This is an optimization exercise on Yosys and OpenROAD, whose aim is small area, a short achievable clock period and few clock cycles per item, not a production implementation.
No functional check of the RTL was part of any run shown here.
Power is estimated from default activity; no workload was simulated.

--- flow/run.sh ---
#!/bin/bash
# synth_recipe.tcl (not shown) runs the flow's synth.tcl, then flattens the netlist and writes it again
# the make line also repeats each setting of config.mk as NAME=value (left out here)
make -C /OpenROAD-flow-scripts/flow DESIGN_CONFIG=/design/flow/config.mk WORK_HOME=/design/flow/orfs CLKGATE_MAP_FILE= SYNTH_SCRIPT=/design/flow/synth_recipe.tcl finish
--- flow/config.mk ---
export PLATFORM = sky130hd
export DESIGN_NAME = cordic_engine
export DESIGN_NICKNAME = cordic_engine
export VERILOG_FILES = /design/flow/design.v
export SDC_FILE = /design/flow/constraint.sdc
export NUM_CORES = 4
export LEC_CHECK = 0
export CAP_MARGIN = 20
export CORE_MARGIN = 2
export CORE_UTILIZATION = 40
export PLACE_DENSITY = 0.6
export SETUP_SLACK_MARGIN = 3.5
export SLEW_MARGIN = 20
--- flow/constraint.sdc ---
create_clock -name core_clock -period 6.0 [get_ports {clk}]
set_input_delay 1.2000 -clock core_clock [delete_from_list [all_inputs] [get_ports {clk}]]
set_output_delay 1.2000 -clock core_clock [all_outputs]
set_load 0.01 [all_outputs]
--- flow/design.v ---
module controller
(
    input [7:0] u,
    output [15:0] v
);
wire [255:0] t0 = 256'h0000000000000000000207c6064dfb8cf128a81266478ec459732b71b89f0f5c;
wire [255:0] t1 = 256'h00000000000000000013112f76adbd760298000ee64ea3ef46517f26a23df53c;
wire [255:0] t2 = 256'h0000000000000000001f7d6c9df77e5356780001d1db58e42e8ca2cf1c81acfc;
wire [255:0] t3 = 256'h0000000000000000001810ab6e2477128a43bbbb8a1b713f6c770539b3e70792;
wire [255:0] t4 = 256'h0000000000000000001d1bc7a0990519e997d7d7e9eefd6045f9acfe2553638e;
wire [255:0] t5 = 256'h0000000000000000001e480a9f2b06480d4fe54ff2a601b523fe36aa9330e07e;
wire [255:0] t6 = 256'h0000000000000000001f92a67fcdad380e6aacc00334ab6ce00038ccda5ab554;
wire [255:0] t7 = 256'h0000000000000000001fe334aaa49cf80f8cc96aa96d98e3e0003f0f1c633998;
wire [255:0] t8 = 256'h0000000000000000001ffc38ccc92952a55a5b26671c781fe0003ff01f83c1e0;
wire [255:0] t9 = 256'h0000000000000000001fffc0f0f1ce63366c924b4a56ad554aaa95554aa954aa;
wire [255:0] t10 = 256'h0000000000000000001fffff00fe0f83c78f1c738c6731998cccd999933266cc;
wire [255:0] t11 = 256'h0000000000000000001fffffff000ffc07f01f83f0783e1e0f0f1e1e1c3c78f0;
wire [255:0] t12 = 256'h0000000000000000001ffffffffff00007ffe003ff803fe00ff01fe01fc07f00;
wire [255:0] t13 = 256'h0000000000000000001ffffffffffffff8000003ffffc0000fffe0001fff8000;
wire [255:0] t14 = 256'h0000000000000000001ffffffffffffffffffffc000000000fffffffe0000000;
wire [255:0] t15 = 256'h0000000000000000001ffffffffffffffffffffffffffffff000000000000000;
assign v[0] = t0[u];
assign v[1] = t1[u];
assign v[2] = t2[u];
assign v[3] = t3[u];
assign v[4] = t4[u];
assign v[5] = t5[u];
assign v[6] = t6[u];
assign v[7] = t7[u];
assign v[8] = t8[u];
assign v[9] = t9[u];
assign v[10] = t10[u];
assign v[11] = t11[u];
assign v[12] = t12[u];
assign v[13] = t13[u];
assign v[14] = t14[u];
assign v[15] = t15[u];
endmodule
module cordic_engine
#(
    parameter IO_BW=32
)
(
    clk,
    rst_n,
    phase,
    mode,
    pop,
    valid_in,
    valid_out,
    result
);
input   clk;
input   rst_n;
input   valid_in;
input   [IO_BW-1:0] phase;
input   [2:0] mode;
output  [IO_BW-1:0] result;
output reg valid_out;
output reg pop;
reg       v1;
reg [9:0] p1;
reg [2:0] m1;
always @(posedge clk) begin
    if (!rst_n) begin
        v1  <= 1'b0;
        pop <= 1'b1;
    end else begin
        v1  <= valid_in;
        pop <= 1'b0;
    end
    p1 <= phase[9:0];
    m1 <= mode;
end
wire dbl = (m1 == 3'd2) | (m1 == 3'd3) | (m1 == 3'd4);    
wire zer = (m1 > 3'd4);
wire m23 = (m1 == 3'd2) | (m1 == 3'd3);
wire g1 = (p1 >= 10'd90),  g2 = (p1 >= 10'd180), g3 = (p1 >= 10'd270), g4 = (p1 >= 10'd360);
wire g5 = (p1 >= 10'd450), g6 = (p1 >= 10'd540), g7 = (p1 >= 10'd630);
wire [2:0] r = {g4, (g2 & ~g4) | g6, (g1 & ~g2) | (g3 & ~g4) | (g5 & ~g6) | g7};
reg  [8:0] nc;
always @(*) begin
    case ({m1, r})
        6'o00: nc = {1'b0, 8'd0};
        6'o01: nc = {1'b0, 8'd0};
        6'o02: nc = {1'b1, 8'd105};
        6'o03: nc = {1'b1, 8'd105};
        6'o04: nc = {1'b0, 8'd152};
        6'o05: nc = {1'b0, 8'd152};
        6'o06: nc = {1'b1, 8'd209};
        6'o07: nc = {1'b1, 8'd209};
        6'o10: nc = {1'b1, 8'd181};
        6'o11: nc = {1'b1, 8'd181};
        6'o12: nc = {1'b0, 8'd76};
        6'o13: nc = {1'b0, 8'd76};
        6'o14: nc = {1'b1, 8'd29};
        6'o15: nc = {1'b1, 8'd29};
        6'o16: nc = {1'b0, 8'd228};
        6'o17: nc = {1'b0, 8'd228};
        6'o20: nc = {1'b1, 8'd181};
        6'o21: nc = {1'b0, 8'd76};
        6'o22: nc = {1'b1, 8'd29};
        6'o23: nc = {1'b0, 8'd228};
        6'o24: nc = {1'b1, 8'd133};
        6'o25: nc = {1'b0, 8'd124};
        6'o26: nc = {1'b1, 8'd237};
        6'o27: nc = {1'b0, 8'd20};
        6'o30: nc = {1'b1, 8'd181};
        6'o31: nc = {1'b0, 8'd76};
        6'o32: nc = {1'b1, 8'd29};
        6'o33: nc = {1'b0, 8'd228};
        6'o34: nc = {1'b1, 8'd133};
        6'o35: nc = {1'b0, 8'd124};
        6'o36: nc = {1'b1, 8'd237};
        6'o37: nc = {1'b0, 8'd20};
        6'o40: nc = {1'b0, 8'd0};
        6'o41: nc = {1'b1, 8'd105};
        6'o42: nc = {1'b0, 8'd152};
        6'o43: nc = {1'b1, 8'd209};
        6'o44: nc = {1'b0, 8'd48};
        6'o45: nc = {1'b1, 8'd57};
        6'o46: nc = {1'b0, 8'd200};
        6'o47: nc = {1'b1, 8'd161};
        6'o50: nc = {1'b0, 8'd0};
        6'o51: nc = {1'b0, 8'd0};
        6'o52: nc = {1'b0, 8'd0};
        6'o53: nc = {1'b0, 8'd0};
        6'o54: nc = {1'b0, 8'd0};
        6'o55: nc = {1'b0, 8'd0};
        6'o56: nc = {1'b0, 8'd0};
        6'o57: nc = {1'b0, 8'd0};
        6'o60: nc = {1'b0, 8'd0};
        6'o61: nc = {1'b0, 8'd0};
        6'o62: nc = {1'b0, 8'd0};
        6'o63: nc = {1'b0, 8'd0};
        6'o64: nc = {1'b0, 8'd0};
        6'o65: nc = {1'b0, 8'd0};
        6'o66: nc = {1'b0, 8'd0};
        6'o67: nc = {1'b0, 8'd0};
        6'o70: nc = {1'b0, 8'd0};
        6'o71: nc = {1'b0, 8'd0};
        6'o72: nc = {1'b0, 8'd0};
        6'o73: nc = {1'b0, 8'd0};
        6'o74: nc = {1'b0, 8'd0};
        6'o75: nc = {1'b0, 8'd0};
        6'o76: nc = {1'b0, 8'd0};
        6'o77: nc = {1'b0, 8'd0};
        default: nc = 9'd0;
    endcase
end
wire [7:0] pp = zer ? 8'd0 : dbl ? {p1[6:0], 1'b0} : p1[7:0];
wire [7:0] u  = (pp ^ {8{nc[8]}}) + nc[7:0];
wire n1  = (p1 > 10'd360);
wire nx  = (p1 > 10'd180) & (p1 <= 10'd540);
wire n1d = ((p1 > 10'd180) & (p1 < 10'd360)) | (p1 > 10'd540);
wire nxd = ((p1 > 10'd90) & (p1 <= 10'd270)) | ((p1 > 10'd450) & (p1 <= 10'd630));
wire inv = (m1 == 3'd0) ? n1 :
           (m1 == 3'd1) ? nx :
           (m1 == 3'd2) ? ~nxd :
           (m1 == 3'd3) ? nxd :
           (m1 == 3'd4) ? n1d : 1'b0;
wire sp = ((m1 == 3'd1) & ((p1 == 10'd90) | (p1 == 10'd270) | (p1 == 10'd450) | (p1 == 10'd630))) |
          (m23 & ((p1 == 10'd45) | (p1 == 10'd135) | (p1 == 10'd225) | (p1 == 10'd315) |
                  (p1 == 10'd405) | (p1 == 10'd495) | (p1 == 10'd585) | (p1 == 10'd675)));
reg       v2;
reg [7:0] u2;
reg       inv2, sh2, m23_2, sp2;
always @(posedge clk) begin
    if (!rst_n) v2 <= 1'b0;
    else        v2 <= v1;
    u2    <= u;
    inv2  <= inv;
    sh2   <= dbl & ~zer;
    m23_2 <= m23;
    sp2   <= sp;
end
wire [15:0] t;
controller controller (.u(u2), .v(t));
wire [15:0] v = {t[15:3], sp2 ? 3'b100 : t[2:0]};
reg  [14:0] r_lo;
reg         r15, rs;
always @(posedge clk) begin
    if (!rst_n) valid_out <= 1'b0;
    else        valid_out <= v2;
    r_lo <= (sh2 ? v[15:1] : v[14:0]) ^ {15{inv2}};
    r15  <= sh2 ? (m23_2 ^ inv2) : (v[15] ^ inv2);
    rs   <= ~m23_2 & inv2;
end
assign result = {{16{rs}}, r15, r_lo};
endmodule
==> qor.yml, run 1 <==
outcome:
  status: "no timing/DRC/antenna violations"
critical_path:
  worst_ep_arrival_time_ns: 3.74
  crit_family: "compound AO/OA/AOI/OAI gates"
  cp-start-kind: "register"
  cp_slowest_stage_delay_ns: 0.40
  r2r_end: "u2[7]"
  crit_required_ns: 6.17
  r2r_cells: 16
  slowest_stage: "or3_4"
  cp-end-kind: "register"
  path_class: "register to register"
  reg2reg_slack_ns: 2.43
  cp.depth: 16
  path_max_fanout: 6
  crit_buf_inv: 0
  path_cells: "or3_4 > o31ai_4 > o21ai_4 > ha_4 > or3_4 > o21a_1 > nand2_4 > xnor2_2 > ha_4 > a21oi_2 > o21bai_1 > a21o_1 > a21oi_2 > o21a_1 > mux2i_1 > xnor2_1"
  reg2reg_from: "p1[7]"
placed_design:
  hpwl_mm: 16.47
  io_buffers: 49
  routabilityCongestion: 0.9920
floorplan:
  dieHeight_microns: 131.4
  core_sq_um: 15890
  ios: 72
  fp.dieW_microns: 131.4
  initial_core_util_pct: 40.89
  rows: 46
  dieArea_sq_um: 17280
timing:
  setup_tns_ns: 0
  worst_slew_pin_slew_ns: 0.8728
  fmax_mhz: 280.0
  period_needed_ns: 3.571
  worst_hold_slack_ns: 0.4082
  max_slew_margin_pct: 41.74
  finalHoldViolations: 0
  drv_slew: 0
  finalSetupViolCount: 0
  min_period_over_period_pct: 59.51
  clock_skew_ns: 0.009339
  rsz0062_at_grt: "yes"
cells_and_area:
  syn_to_final_growth_pct: 29.53
  multi_input_area_sq_um: 5497
  fin_nets: 1010
  drive_above_1_share_pct: 26.62
  regArea_sq_um: 967.2
  nFillCells: 1506
  diodes: 0
clock_network:
  max-clock-path-buffers: 2
  cts_tree: "done"
  cts-buffers-inserted: 5
  cts_max_level: 2
  path_clk_slew_ns: 0.07
  cts_root_buf: "clkbuf_16"
  cts_hold_buf: 0
  cts_sinks: 46
  clock_latency_ns: 0.30
detailed_routing:
  firstDrtPassIters: 8
  wl_mm: 28.10
  final_antenna_net_count: 0
  drtIter0Drc: 1315
  vias: 7902
  drc: 0
  vias_per_cell: 6.818
  routedWlPerCell_microns: 24.25
yosys:
  synth-xor-area-share_pct: 4.045
  yosys.area_share.simple_pct: 24.25
  synth_warnings: 1
  synth_seq_cells: 46
  synth.distinct_cells: 89
  syn_nets: 960
  async_reset_ff_share_pct: 0
  synth_compound_area_share_pct: 34.11
  synthFlopType: "dfxtp_1"
  synth_area_sq_um: 6496
  synth-adder-area-share_pct: 5.932
  synth-edff-count: 0
  syn-instance-count: 892
  synth_top_family_by_area: "compound AO/OA/AOI/OAI gates"
  muxShareOfSynthArea_pct: 6.876
  syn_avg_cell_area_sq_um: 7.283
  synth_seq_area_share_pct: 14.18
hold_path:
  min_from: "m23_2"
  min_to: "rs"
  worstHoldPathCells: 1
  hold_class: "register to register"
global_routing:
  grt_usage_pct: 31.06
  grt_max_degree: 55
  grt_antenna_before_repair: 0
  first_global_vias: 7360
  gr-total-overflow: 0
  grt_pass1_wl_mm: 43.01
pwr:
  ir_drop_mv: 0.2380
  p_leak_uw: 0.003201
  power-per-cell-area_nw_per_um2: 550.1
flow_run:
  drv_cap: 0
-- layout by cell type (no fill, tap or decap), types with 9 or more instances in the layout --
| cell | netlist | final |
|---|---|---|
| xor2_1 | 18 | 18 |
| nand3_1 | 22 | 21 |
| mux2i_1 | 21 | 21 |
| a211oi_1 | 20 | 14 |
| clkdlybuf4s50_1 | 0 | 41 |
| o211ai_1 | 16 | 16 |
| ha_1 | 30 | 14 |
| nand2b_1 | 21 | 19 |
| buf_4 | 23 | 79 |
| a21oi_1 | 59 | 52 |
| nand2_1 | 65 | 59 |
| nor3_1 | 38 | 35 |
| o311ai_0 | 13 | 9 |
| ha_4 | 0 | 13 |
| and2_1 | 14 | 12 |
| xnor2_1 | 12 | 9 |
| o21ai_0 | 59 | 52 |
| nor2b_1 | 30 | 24 |
| dfxtp_4 | 0 | 10 |
| inv_1 | 22 | 18 |
| mux4_2 | 9 | 9 |
| nor2_1 | 53 | 45 |
| a22oi_1 | 12 | 10 |
| dfxtp_1 | 46 | 29 |
| a311oi_1 | 17 | 13 |
| buf_6 | 5 | 15 |
| a31oi_1 | 16 | 16 |
-- cells in the mapped netlist (all sizes together) (6+ instances only) --
cell / n / area [sq um]
o2111ai: 8 / 70.07
a221oi: 11 / 102.6
mux2i: 21 / 210.2
nand3: 22 / 110.1
dfxtp: 46 / 920.9
a31oi: 16 / 100.1
o211ai: 16 / 120.1
o22ai: 7 / 43.79
nor2: 56 / 222.7
a211oi: 22 / 175.2
and2: 14 / 87.58
a21oi: 59 / 295.3
a22oi: 12 / 90.09
nor2b: 30 / 187.7
nand2b: 21 / 131.4
nor4: 8 / 50.05
o31ai: 9 / 81.33
mux4: 9 / 202.7
nand2: 68 / 267.8
buf: 69 / 441.7
o311ai: 13 / 113.9
inv: 24 / 90.09
clkbuf: 39 / 146.4
ha: 30 / 375.4
nor3: 38 / 190.2
or3: 9 / 61.31
xor2: 18 / 157.7
a311oi: 17 / 148.9
a21o: 7 / 52.55
o21a: 6 / 45.04
o21ai: 61 / 305.3
xnor2: 12 / 105.1
-- what timing repair did --
item                       4_1_cts  5_1_grt
setup endpoints to repair       40       34
buffers inserted                75       19
pin swaps                       41       23
gates resized for setup        122       34
-- per-layer routing --
| metal | global-route usage [%] | wire length (microns) | vias to the layer above |
|---|---|---|---|
| met4 | 17.51 | 1866 | 0 |
| met5 | 0 | 0 | - |
| li1 | - | - | 3465 |
| met2 | 46.54 | 12160 | 644 |
| met3 | 8.218 | 3390 | 154 |
| met1 | 40.30 | 10690 | 3639 |
-- how the worst max path moves through the flow --
| stage | start | endpoint | slack, ns |
|---|---|---|---|
| after CTS | p1[7] | u2[7] | 2.53 |
| after global routing | p1[4] | u2[7] | 2.29 |
| final | p1[7] | u2[7] | 2.43 |
| after detailed placement | p1[3] | u2[7] | 1.75 |
| after floorplan | p1[7] | u2[7] | 2.53 |
| after global placement | p1[6] | u2[7] | 1.81 |
-- area by class of cell --
cell class              instances  share of cell area, %
flip-flops and latches         46                  11.49
well taps                     216                  3.212
repair buffers                151                  16.83
clock buffers                   5                  1.487
clock inverters                 3                 0.2825
multi-input cells             711                  65.32
inverters                      27                  1.368
-- kinds of logic (layout without fill, tap and decap cells) --
| logic type | count (synthesis) | in the layout |
|---|---|---|
| compound gates | 316 | 316 |
| xor+xnor | 30 | 30 |
| fa+ha+maj | 31 | 31 |
| buf+inv | 135 | 186 |
| flops | 46 | 46 |
| mux | 33 | 33 |
| simple gates | 301 | 301 |
-- power by group --
group	switching (uW)	total (uW)	internal, uW	leakage, uW
registers	159	572	413	0.000391
clock network	124	280	156	0.0000664
logic	2260	3780	1520	0.00274
total	2540	4630	2090	0.00320
-- state kept, by name (all words and copies together) (netlist names), 3 cells and up --
name	count
r_lo	15
m1	3
u2	8
p1	10
-- through the flow --
step | worst slack (ns) | std cells | cell area, sq um | utilization [%] | total power (uW)
2_1_floorplan | 2.527 | 892 | 6643 | - | 2690
3_3_place_gp | 1.811 | 1057 | 6845 | 43.09 | 3494
3_5_place_dp | 1.750 | 1057 | 6845 | 43.09 | 3470
4_1_cts | 2.532 | 1140 | 8130 | 51.18 | 4349
5_1_grt | 2.288 | 1159 | 8414 | 52.97 | 4839
6_report | 2.429 | 1159 | 8414 | 52.97 | 4628
==> run 2, diff against run 1 <==
--- a/flow/config.mk
+++ b/flow/config.mk
@@ -9,5 +9,5 @@
 export CORE_MARGIN = 2
 export CORE_UTILIZATION = 40
 export PLACE_DENSITY = 0.6
-export SETUP_SLACK_MARGIN = 3.5
+export SETUP_SLACK_MARGIN = 4.2
 export SLEW_MARGIN = 20
==> qor.yml, run 2 <==
yosys:
  syn-instance-count: 892  # unchanged
  synth_warnings: 1  # unchanged
  synth.distinct_cells: 89  # unchanged
  syn_nets: 960  # unchanged
  synthFlopType: "dfxtp_1"
  yosysMostFrequentCell: "nand2_1"
  synth_seq_area_share_pct: 14.18  # unchanged
  yosys-top-cells-count: "nand2_1 (65), a21oi_1 (59), o21ai_0 (59), nor2_1 (53), dfxtp_1 (46)"
  synth.top_cell.area_share_pct: 14.18  # unchanged
  synth_area_sq_um: 6496  # unchanged
  synth_seq_cells: 46  # unchanged
  synth-edff-count: 0  # unchanged
  synth_top_area_cell: "dfxtp_1"
  async_reset_ff_share_pct: 0  # unchanged
  syn_avg_cell_area_sq_um: 7.283  # unchanged
  synthTopCellsByArea: "dfxtp_1 (14%), ha_1 (5.8%), a21oi_1 (4.5%)"
pwr:
  p_sw_uw: 2712  # +6.6%
  clock_power_share_pct: 5.8  # -0.3 points
  swShare_pct: 54.71  # -0.23 points
  p_seq_share_pct: 11.4  # -0.9 points
  power-per-cell-area_nw_per_um2: 548.0  # -0.37%
  combPwrFrac_pct: 82.8  # +1.2 points
  p_leak_uw: 0.003411  # +6.5%
  p_int_uw: 2245  # +7.6%
  ir_drop_mv: 0.2349  # -1.3%
detailed_routing:
  vias_per_cell: 6.933  # +1.7%
  wl_mm: 29.11  # +3.6%
  firstDrtPassIters: 7  # -1
  drtIter0Drc: 1476  # +12%
  drc: 0  # unchanged
  routedWlPerCell_microns: 24.65  # +1.7%
  vias: 8188  # +3.6%
  final_antenna_net_count: 0  # unchanged
critical_path:
  r2r_cells: 16  # unchanged
  crit_start: "p1[5]"
  cp-endpoint: "u2[7]"
  reg2reg_from: "p1[5]"
  r2r_end: "u2[7]"
  worst_ep_arrival_time_ns: 3.73  # about the same
  crit_required_ns: 6.18  # about the same
  path_class: "register to register"
  cp-end-kind: "register"
  cp-start-kind: "register"
  path_max_fanout: 6  # unchanged
  cp_slowest_stage_delay_ns: 0.40  # about the same
  path_cells: "or3_4 > o31ai_4 > buf_6 > o21ai_4 > ha_1 > or3_4 > o21a_1 > nand2_4 > buf_4 > xnor2_1 > ha_1 > a21o_1 > a21oi_2 > o21ai_1 > mux2i_1 > xnor2_1"
  slowest_stage: "or3_4"
  reg2reg_slack_ns: 2.44  # about the same
clock_network:
  max-clock-path-buffers: 2  # unchanged
  cts-buffers-inserted: 5  # unchanged
  clock_latency_ns: 0.29  # about the same
  cts_tree: "done"
  cts_hold_buf: 0  # unchanged
  cts_sinks: 46  # unchanged
  cts_max_level: 2  # unchanged
  path_clk_slew_ns: 0.07  # about the same
  cts_root_buf: "clkbuf_16"
cells_and_area:
  mostFrequentLayoutCell: "buf_4"
  multi_input_area_sq_um: 5792  # +5.4%
  largest_reg_flops: 15  # unchanged
  syn_to_final_growth_pct: 39.21
  mostFrequentLayoutCells: "buf_4 (81), nand2_1 (54), buf_6 (49)"
  top_register: "r_lo"
  diodes: 0  # unchanged
  drive_above_1_share_pct: 37.20  # +11 points
  regArea_sq_um: 984.7  # +1.8%
  reg.largest.list: "r_lo x15, p1 x10, u2 x8"
  nFillCells: 1412  # -6.2%
  fin_nets: 1032  # +2.2%
timing:
  drv_slew: 0  # unchanged
  finalSetupViolCount: 0  # unchanged
  setup_tns_ns: 0  # unchanged
  fmax_mhz: 281.1  # +0.39%
  max_slew_margin_pct: 40.87  # -0.86 points
  period_needed_ns: 3.557  # -0.01392 ns
  finalHoldViolations: 0  # unchanged
  worst_hold_slack_ns: 0.3966  # -0.01166 ns
  worst_slew_pin_slew_ns: 0.8857  # +0.01292 ns
  clock_skew_ns: 0.007296  # -0.002043 ns
  rsz0062_at_grt: "yes"
  min_period_over_period_pct: 59.28  # -0.23 points
floorplan:
  dieHeight_microns: 131.4  # unchanged
  rows: 46  # unchanged
  dieArea_sq_um: 17280  # unchanged
  core_sq_um: 15890  # unchanged
  ios: 72  # unchanged
  initial_core_util_pct: 40.89  # unchanged
  fp.dieW_microns: 131.4  # unchanged
outcome:
  status: "no timing/DRC/antenna violations"
global_routing:
  grt_pass1_wl_mm: 42.38  # -1.5%
  grt_antenna_before_repair: 0  # unchanged
  busiest_layer: "met2"
  grt_usage_pct: 30.71  # -0.35 points
  gr-total-overflow: 0  # unchanged
  grt_use_met2_pct: 45.32  # -1.2 points
  met1_usage_pct: 40.55  # +0.25 points
  first_global_vias: 7333  # -0.37%
  met3_usage_pct: 7.485  # -0.73 points
  grt_max_degree: 52  # -5.5%
flow_run:
  drv_cap: 0  # unchanged
hold_path:
  min_from: "m23_2"
  hold_class: "register to register"
placed_design:
  hpwl_mm: 16.60  # +0.81%
  io_buffers: 49  # unchanged
  routabilityCongestion: 1.016  # +2.4%
[run 2: cell counts after synthesis]
Identical to the previous run, type by type.
[run 2: layer usage]
| metal | share of wire [%] | routed length [microns] |
|---|---|---|
| met1 | 37 | 10860 |
| met2 | 43 | 12510 |
| met3 | 12 | 3498 |
| met5 | 0 | 0 |
| met4 | 7.7 | 2240 |
[run 2: how the worst min path moves through the flow]
| stage | to | cells after the start |
|---|---|---|
| 2_1_floorplan | rs | 1 |
| 4_1_cts | rs | 1 |
| 3_3_place_gp | rs | 1 |
| 5_1_grt | rs | 1 |
| 6_report | rs | 1 |
| 3_5_place_dp | rs | 1 |
[run 2: stage by stage]
step	utilization [%]	cells	total power (uW)	instance area [sq um]	worst slack [ns]
floorplan	-	892	2773	6759	2.527
global placement	43.68	1059	3576	6938	1.776
detailed placement	43.68	1059	3539	6938	1.768
CTS	53.38	1160	4541	8479	2.459
global route	56.93	1181	5125	9044	2.337
finish	56.93	1181	4956	9044	2.443
[run 2: cell families (layout without fill, tap and decap cells)]
kind of cell    after synthesis  in the layout  share of synthesized area (%)
compound gates              316            316                          34.11
xor+xnor                     30             30                          4.045
simple gates                301            301                          24.25
mux                          33             33                          6.876
flops                        46             46                          14.18
fa+ha+maj                    31             31                          5.932
buf+inv                     135            208                          10.61
[run 2: cell type report]
| class | instances | area share (%) |
|---|---|---|
| Sequential cell | 46 | 10.89 |
| Timing Repair Buffer | 173 | 18.87 |
| Multi-Input combinational cell | 711 | 64.04 |
| Clock inverter | 3 | 0.2629 |
| Inverter | 27 | 1.563 |
| Tap cell | 216 | 2.988 |
| Clock buffer | 5 | 1.384 |
[run 2: power groups by stage]
stage | clock (uW) | combinational (uW) | sequential [uW]
after floorplan | 0 | 2290 | 486
after global placement | 0 | 2900 | 678
after detailed placement | 0 | 2860 | 680
after CTS | 291 | 3700 | 551
after global routing | 305 | 4240 | 577
final | 285 | 4110 | 566
[run 2: what timing repair did]
action	in CTS	in global routing
endpoints found under the setup margin	60	60
setup buffers	92	21
cloned	1	0
resized for setup	298	88
pin swaps	33	54
[run 2: worst max-delay path: cells and delay by family (launching register included)]
kind / cells / cell delay (ns)
xor+xnor: 2 / 0.23
fa+ha+maj: 2 / 0.56
mux: 1 / 0.18
simple gates: 3 / 0.88
buf+inv: 2 / 0.32
flops: 1 / 0.36
compound gates: 6 / 0.90
==> run 3, diff against run 2 <==
--- a/flow/design.v
+++ b/flow/design.v
@@ -58,9 +58,28 @@
 output  [IO_BW-1:0] result;
 output reg valid_out;
 output reg pop;
-reg       v1;
-reg [9:0] p1;
-reg [2:0] m1;
+wire [9:0] p = phase[9:0];
+wire dbl = (mode == 3'd2) | (mode == 3'd3) | (mode == 3'd4);    
+wire zer = (mode > 3'd4);
+wire g1 = (p >= 10'd90),  g2 = (p >= 10'd180), g3 = (p >= 10'd270), g4 = (p >= 10'd360);
+wire g5 = (p >= 10'd450), g6 = (p >= 10'd540), g7 = (p >= 10'd630);
+wire [2:0] r = {g4, (g2 & ~g4) | g6, (g1 & ~g2) | (g3 & ~g4) | (g5 & ~g6) | g7};
+wire n1  = (p > 10'd360);
+wire nx  = (p > 10'd180) & (p <= 10'd540);
+wire n1d = ((p > 10'd180) & (p < 10'd360)) | (p > 10'd540);
+wire nxd = ((p > 10'd90) & (p <= 10'd270)) | ((p > 10'd450) & (p <= 10'd630));
+wire inv = (mode == 3'd0) ? n1 :
+           (mode == 3'd1) ? nx :
+           (mode == 3'd2) ? ~nxd :
+           (mode == 3'd3) ? nxd :
+           (mode == 3'd4) ? n1d : 1'b0;
+wire sp = ((mode == 3'd1) & ((p == 10'd90) | (p == 10'd270) | (p == 10'd450) | (p == 10'd630))) |
+          (((mode == 3'd2) | (mode == 3'd3)) &
+           ((p == 10'd45)  | (p == 10'd135) | (p == 10'd225) | (p == 10'd315) |
+            (p == 10'd405) | (p == 10'd495) | (p == 10'd585) | (p == 10'd675)));
+reg       v1, inv1, sp1;
+reg [7:0] pp1;
+reg [2:0] r1, m1;
 always @(posedge clk) begin
     if (!rst_n) begin
         v1  <= 1'b0;
@@ -69,18 +88,15 @@
         v1  <= valid_in;
         pop <= 1'b0;
     end
-    p1 <= phase[9:0];
-    m1 <= mode;
+    pp1  <= zer ? 8'd0 : dbl ? {p[6:0], 1'b0} : p[7:0];
+    r1   <= r;
+    m1   <= mode;
+    inv1 <= inv;
+    sp1  <= sp;
 end
-wire dbl = (m1 == 3'd2) | (m1 == 3'd3) | (m1 == 3'd4);    
-wire zer = (m1 > 3'd4);
-wire m23 = (m1 == 3'd2) | (m1 == 3'd3);
-wire g1 = (p1 >= 10'd90),  g2 = (p1 >= 10'd180), g3 = (p1 >= 10'd270), g4 = (p1 >= 10'd360);
-wire g5 = (p1 >= 10'd450), g6 = (p1 >= 10'd540), g7 = (p1 >= 10'd630);
-wire [2:0] r = {g4, (g2 & ~g4) | g6, (g1 & ~g2) | (g3 & ~g4) | (g5 & ~g6) | g7};
 reg  [8:0] nc;
 always @(*) begin
-    case ({m1, r})
+    case ({m1, r1})
         6'o00: nc = {1'b0, 8'd0};
         6'o01: nc = {1'b0, 8'd0};
         6'o02: nc = {1'b1, 8'd105};
@@ -148,31 +164,17 @@
         default: nc = 9'd0;
     endcase
 end
-wire [7:0] pp = zer ? 8'd0 : dbl ? {p1[6:0], 1'b0} : p1[7:0];
-wire [7:0] u  = (pp ^ {8{nc[8]}}) + nc[7:0];
-wire n1  = (p1 > 10'd360);
-wire nx  = (p1 > 10'd180) & (p1 <= 10'd540);
-wire n1d = ((p1 > 10'd180) & (p1 < 10'd360)) | (p1 > 10'd540);
-wire nxd = ((p1 > 10'd90) & (p1 <= 10'd270)) | ((p1 > 10'd450) & (p1 <= 10'd630));
-wire inv = (m1 == 3'd0) ? n1 :
-           (m1 == 3'd1) ? nx :
-           (m1 == 3'd2) ? ~nxd :
-           (m1 == 3'd3) ? nxd :
-           (m1 == 3'd4) ? n1d : 1'b0;
-wire sp = ((m1 == 3'd1) & ((p1 == 10'd90) | (p1 == 10'd270) | (p1 == 10'd450) | (p1 == 10'd630))) |
-          (m23 & ((p1 == 10'd45) | (p1 == 10'd135) | (p1 == 10'd225) | (p1 == 10'd315) |
-                  (p1 == 10'd405) | (p1 == 10'd495) | (p1 == 10'd585) | (p1 == 10'd675)));
-reg       v2;
+wire [7:0] u = (pp1 ^ {8{nc[8]}}) + nc[7:0];
+reg       v2, inv2, sh2, m23_2, sp2;
 reg [7:0] u2;
-reg       inv2, sh2, m23_2, sp2;
 always @(posedge clk) begin
     if (!rst_n) v2 <= 1'b0;
     else        v2 <= v1;
     u2    <= u;
-    inv2  <= inv;
-    sh2   <= dbl & ~zer;
-    m23_2 <= m23;
-    sp2   <= sp;
+    inv2  <= inv1;
+    sh2   <= (m1 == 3'd2) | (m1 == 3'd3) | (m1 == 3'd4);
+    m23_2 <= (m1 == 3'd2) | (m1 == 3'd3);
+    sp2   <= sp1;
 end
 wire [15:0] t;
 controller controller (.u(u2), .v(t));
--- a/flow/config.mk
+++ b/flow/config.mk
@@ -9,5 +9,5 @@
 export CORE_MARGIN = 2
 export CORE_UTILIZATION = 40
 export PLACE_DENSITY = 0.6
-export SETUP_SLACK_MARGIN = 4.2
+export SETUP_SLACK_MARGIN = 3.8
 export SLEW_MARGIN = 20
==> qor.yml, run 3 <==
outcome:
  status: "no timing/DRC/antenna violations"
hold_path:
  hold_class: "register to register"
  min_to: "sp2"
  worstHoldPathCells: 0  # -1
  min_from: "sp1"
cells_and_area:
  postLayoutCellArea_sq_um: 9203  # +1.8%
  largest_reg_flops: 15  # unchanged
  fin_nets: 1025  # -0.68%
  diodes: 0  # unchanged
  top_register: "r_lo"
  drive_above_1_share_pct: 38.56  # +1.4 points
  mostFrequentLayoutCells: "buf_4 (86), a21oi_1 (56), nor2_1 (54)"
  mostFrequentLayoutCell: "buf_4"
  reg.largest.list: "r_lo x15, pp1 x8, u2 x8"
  syn_to_final_growth_pct: 41.55
yosys:
  synth_top_family_by_area: "compound AO/OA/AOI/OAI gates"
  async_reset_ff_share_pct: 0  # unchanged
  synth_area_sq_um: 6501  # about the same
  synth-adder-area-share_pct: 5.966  # +0.034 points
  synth-xor-area-share_pct: 4.446  # +0.40 points
  synth.top_cell.area_share_pct: 16.32  # +2.1 points
  synth_compound_area_share_pct: 34.14  # about the same
  syn_avg_cell_area_sq_um: 7.371  # +1.2%
  synth_seq_cells: 53  # +15%
  syn_nets: 951  # -0.94%
  synth-edff-count: 0  # unchanged
  synth_seq_area_share_pct: 16.32  # +2.1 points
  synthFlopType: "dfxtp_1"
  yosys.area_share.simple_pct: 24.96  # +0.71 points
  syn-instance-count: 882  # -1.1%
  synth_warnings: 1  # unchanged
  synthTopCellsByArea: "dfxtp_1 (16%), ha_1 (6.0%), a21oi_1 (5.5%)"
  synth.distinct_cells: 96  # +7.9%
  synth_top_area_cell: "dfxtp_1"
  yosys-top-cells-count: "a21oi_1 (72), nor2_1 (62), o21ai_0 (60), dfxtp_1 (53), nand2_1 (47)"
  yosysMostFrequentCell: "a21oi_1"
  muxShareOfSynthArea_pct: 3.753  # -3.1 points
timing:
  max_slew_margin_pct: 42.07  # +1.2 points
  period_needed_ns: 2.955  # -0.6016 ns
  clock_skew_ns: 0.005564  # -0.001732 ns
  setup_slack_ns: 3.045  # +0.6016 ns
  worst_hold_slack_ns: 0.3369  # -0.05972 ns
  rsz0062_at_grt: "yes"
  min_period_over_period_pct: 49.25  # -10 points
  finalSetupViolCount: 0  # unchanged
  finalHoldViolations: 0  # unchanged
  fmax_mhz: 338.4  # +20%
  setup_tns_ns: 0  # unchanged
  worst_slew_pin_slew_ns: 0.8657  # -0.01997 ns
  drv_slew: 0  # unchanged
detailed_routing:
  vias_per_cell: 6.921  # -0.18%
  routedWlPerCell_microns: 25.49  # +3.4%
  final_antenna_net_count: 0  # unchanged
  drc: 0  # unchanged
  vias: 8118  # -0.85%
  drtIter0Drc: 1358  # -8.0%
  firstDrtPassIters: 16  # +9
  wl_mm: 29.90  # +2.7%
placed_design:
  hpwl_mm: 17.12  # +3.1%
  placed_cell_area_sq_um: 7004  # +0.96%
  routabilityCongestion: 1.072  # +5.5%
  preCtsSetupSlack_ns: 1.838  # +0.06976 ns
  io_buffers: 49  # unchanged
critical_path:
  crit_required_ns: 6.23  # +0.05 ns
  cp-start-kind: "input pin"
  r2r_end: "r_lo[0]"
  reg2reg_slack_ns: 3.28  # +0.84 ns
  crit_path_frequent_cell: "ha_4"
  path_max_fanout: 4  # -2
  cp-end-kind: "register"
  path_class: "input pin to register"
  reg2reg_from: "u2[0]"
  crit_family: "compound AO/OA/AOI/OAI gates"
  path_cells: "buf_12 > or2_4 > o311a_1 > a211oi_2 > nor2b_4 > ha_4 > inv_6 > ha_4 > nor2_4 > mux2_4 > o22ai_2"
  worst_ep_arrival_time_ns: 3.18  # -0.55 ns
  crit_buf_inv: 2  # unchanged
  r2r_cells: 14  # -2
  cp_slowest_stage_delay_ns: 0.36  # -0.04 ns
  slowest_stage: "o311a_1"
clock_network:
  cts_root_buf: "clkbuf_16"
  cts_tree: "done"
  clock_latency_ns: 0.30  # about the same
  cts-buffers-inserted: 5  # unchanged
  cts_sinks: 53  # +15%
  path_clk_slew_ns: 0.07  # about the same
  cts_max_level: 2  # unchanged
  max-clock-path-buffers: 2  # unchanged
floorplan:
  dieHeight_microns: 131.5  # about the same
  ios: 72  # unchanged
  fp.dieW_microns: 131.5  # about the same
  dieArea_sq_um: 17290  # about the same
  rows: 46  # unchanged
  core_sq_um: 15890  # unchanged
  initial_core_util_pct: 40.93  # about the same
pwr:
  p_seq_share_pct: 11.0  # -0.4 points
  combPwrFrac_pct: 83.4  # +0.6 points
  ir_drop_mv: 0.2380  # +1.3%
  swShare_pct: 54.20  # -0.51 points
  p_leak_uw: 0.003537  # +3.7%
  p_int_uw: 2408  # +7.3%
  power-per-cell-area_nw_per_um2: 571.3  # +4.3%
  p_sw_uw: 2850  # +5.1%
  clock_power_share_pct: 5.6  # -0.2 points
global_routing:
  grt_antenna_before_repair: 0  # unchanged
  gr-total-overflow: 0  # unchanged
  grt_usage_pct: 33.15  # +2.4 points
  first_global_vias: 7530  # +2.7%
  grt_pass1_wl_mm: 45.20  # +6.6%
  grt_max_degree: 75  # +44%
flow_run:
  drv_cap: 0  # unchanged
[run 3: cell count changes in the layout (fill, tap and decap cells not counted), sizes merged, moves of 8 or more]
cell / previous run / this run
nand2b: 21 / 30
nor3: 38 / 17
clkdlybuf4s50: 15 / 4
nand4: 5 / 13
o2111ai: 8 / 0
a311oi: 17 / 8
dlygate4sd2: 0 / 19
a21oi: 59 / 73
nor2: 56 / 68
buf: 157 / 149
nand2: 68 / 53
mux4: 9 / 0
[run 3: power groups by stage]
stage               combinational (uW)  clock, uW  sequential, uW
floorplan                         2260          0             538
global placement                  2920          0             687
detailed placement                2870          0             685
CTS                               3840        301             570
global route                      4530        325             589
finish                            4390        294             578
[run 3: layout make-up]
cell class | count | area [sq um]
fill | 1380 | 6683
multi-input combinational | 700 | 5918
timing repair buffer | 175 | 1670
sequential | 53 | 1089
tap | 216 | 270.3
clock buffer | 5 | 125.1
inverter | 21 | 101.3
clock inverter | 3 | 28.78
[run 3: worst max path at each step]
stage              from  cells past startpoint  endpoint
6_report       phase[1]                     11     nc[3]
5_1_grt        phase[1]                     11     nc[3]
4_1_cts        phase[2]                     11     nc[3]
3_5_place_dp   phase[3]                     11     nc[3]
3_3_place_gp   phase[3]                     11     nc[3]
2_1_floorplan  phase[2]                     12     nc[3]
[run 3: metrics by stage]
step,power [uW],utilization [%],instances
after floorplan,2798,-,882
after global placement,3604,44.09,1048
after detailed placement,3559,44.09,1048
after CTS,4715,54.95,1144
after global routing,5439,57.93,1173
final,5258,57.93,1173
[run 3: what timing repair did]
action | CTS | global route
resized for setup | 305 | 95
pin swaps | 56 | 63
buffers inserted | 88 | 29
setup endpoints to repair | 65 | 46
hold buffers | 0 | 0
[run 3: cell families (layout without fill, tap and decap cells)]
logic type / after synthesis / after routing
buffers and inverters: 129 / 204
AOI/OAI and AO/OA: 319 / 319
adders and majority gates: 31 / 31
muxes: 24 / 24
xor gates and xnor gates: 33 / 33
DFF: 53 / 53
and+or+nand+nor: 293 / 293
[run 3: routing by layer]
metal / global-route usage, % / share of wire (%) / up-vias
li1: - / - / 3420
met1: 39.78 / 36 / 3625
met2: 50.32 / 42 / 779
met3: 10.88 / 13 / 294
met4: 22.16 / 9.4 / 0
met5: 0 / 0 / -
[run 3: worst reg2reg max path: cells and delay by family, from the launching register on]
family / cells / cell delay [ns]
flip-flops: 1 / 0.38
adder cells (fa/ha/maj): 1 / 0.18
buffers and inverters: 6 / 0.86
AND/OR/NAND/NOR: 1 / 0.20
AO/OA/AOI/OAI: 5 / 0.79
XOR/XNOR: 1 / 0.15

## static timing again, ports no longer ideal
The results above use ideal ports. As a check the final layouts listed here were re-extracted and re-timed, cells and wires unchanged. Step 1 (the two cells are an assumption about what drives the block):
set clk [get_ports {clk}]
set_driving_cell -lib_cell sky130_fd_sc_hd__clkbuf_16 $clk
set_driving_cell -lib_cell sky130_fd_sc_hd__buf_2 [delete_from_list [all_inputs] $clk]
Step 2 moves the port delays by t, midway between the first and last clock arrival at a register: inputs arrive t later, outputs are due t later. That takes back most of the time a late clock gives input paths. Three values: ideal, step 1, step 2; two values: the first two.
run	t, ns	setup WS [ns]	clock arrival spread, ns
run 1	0.333	2.429 / 2.429 / 2.429	0.009 / 0.009
run 2	0.331	2.443 / 2.443 / 2.443	0.007 / 0.007
run 3	0.331	3.045 / 3.035 / 2.704	0.006 / 0.006
After both steps setup and hold are still met in every run listed. The setup slack of run 3, which loses most, moves by -0.010 ns with the drivers and by -0.341 ns with both steps.
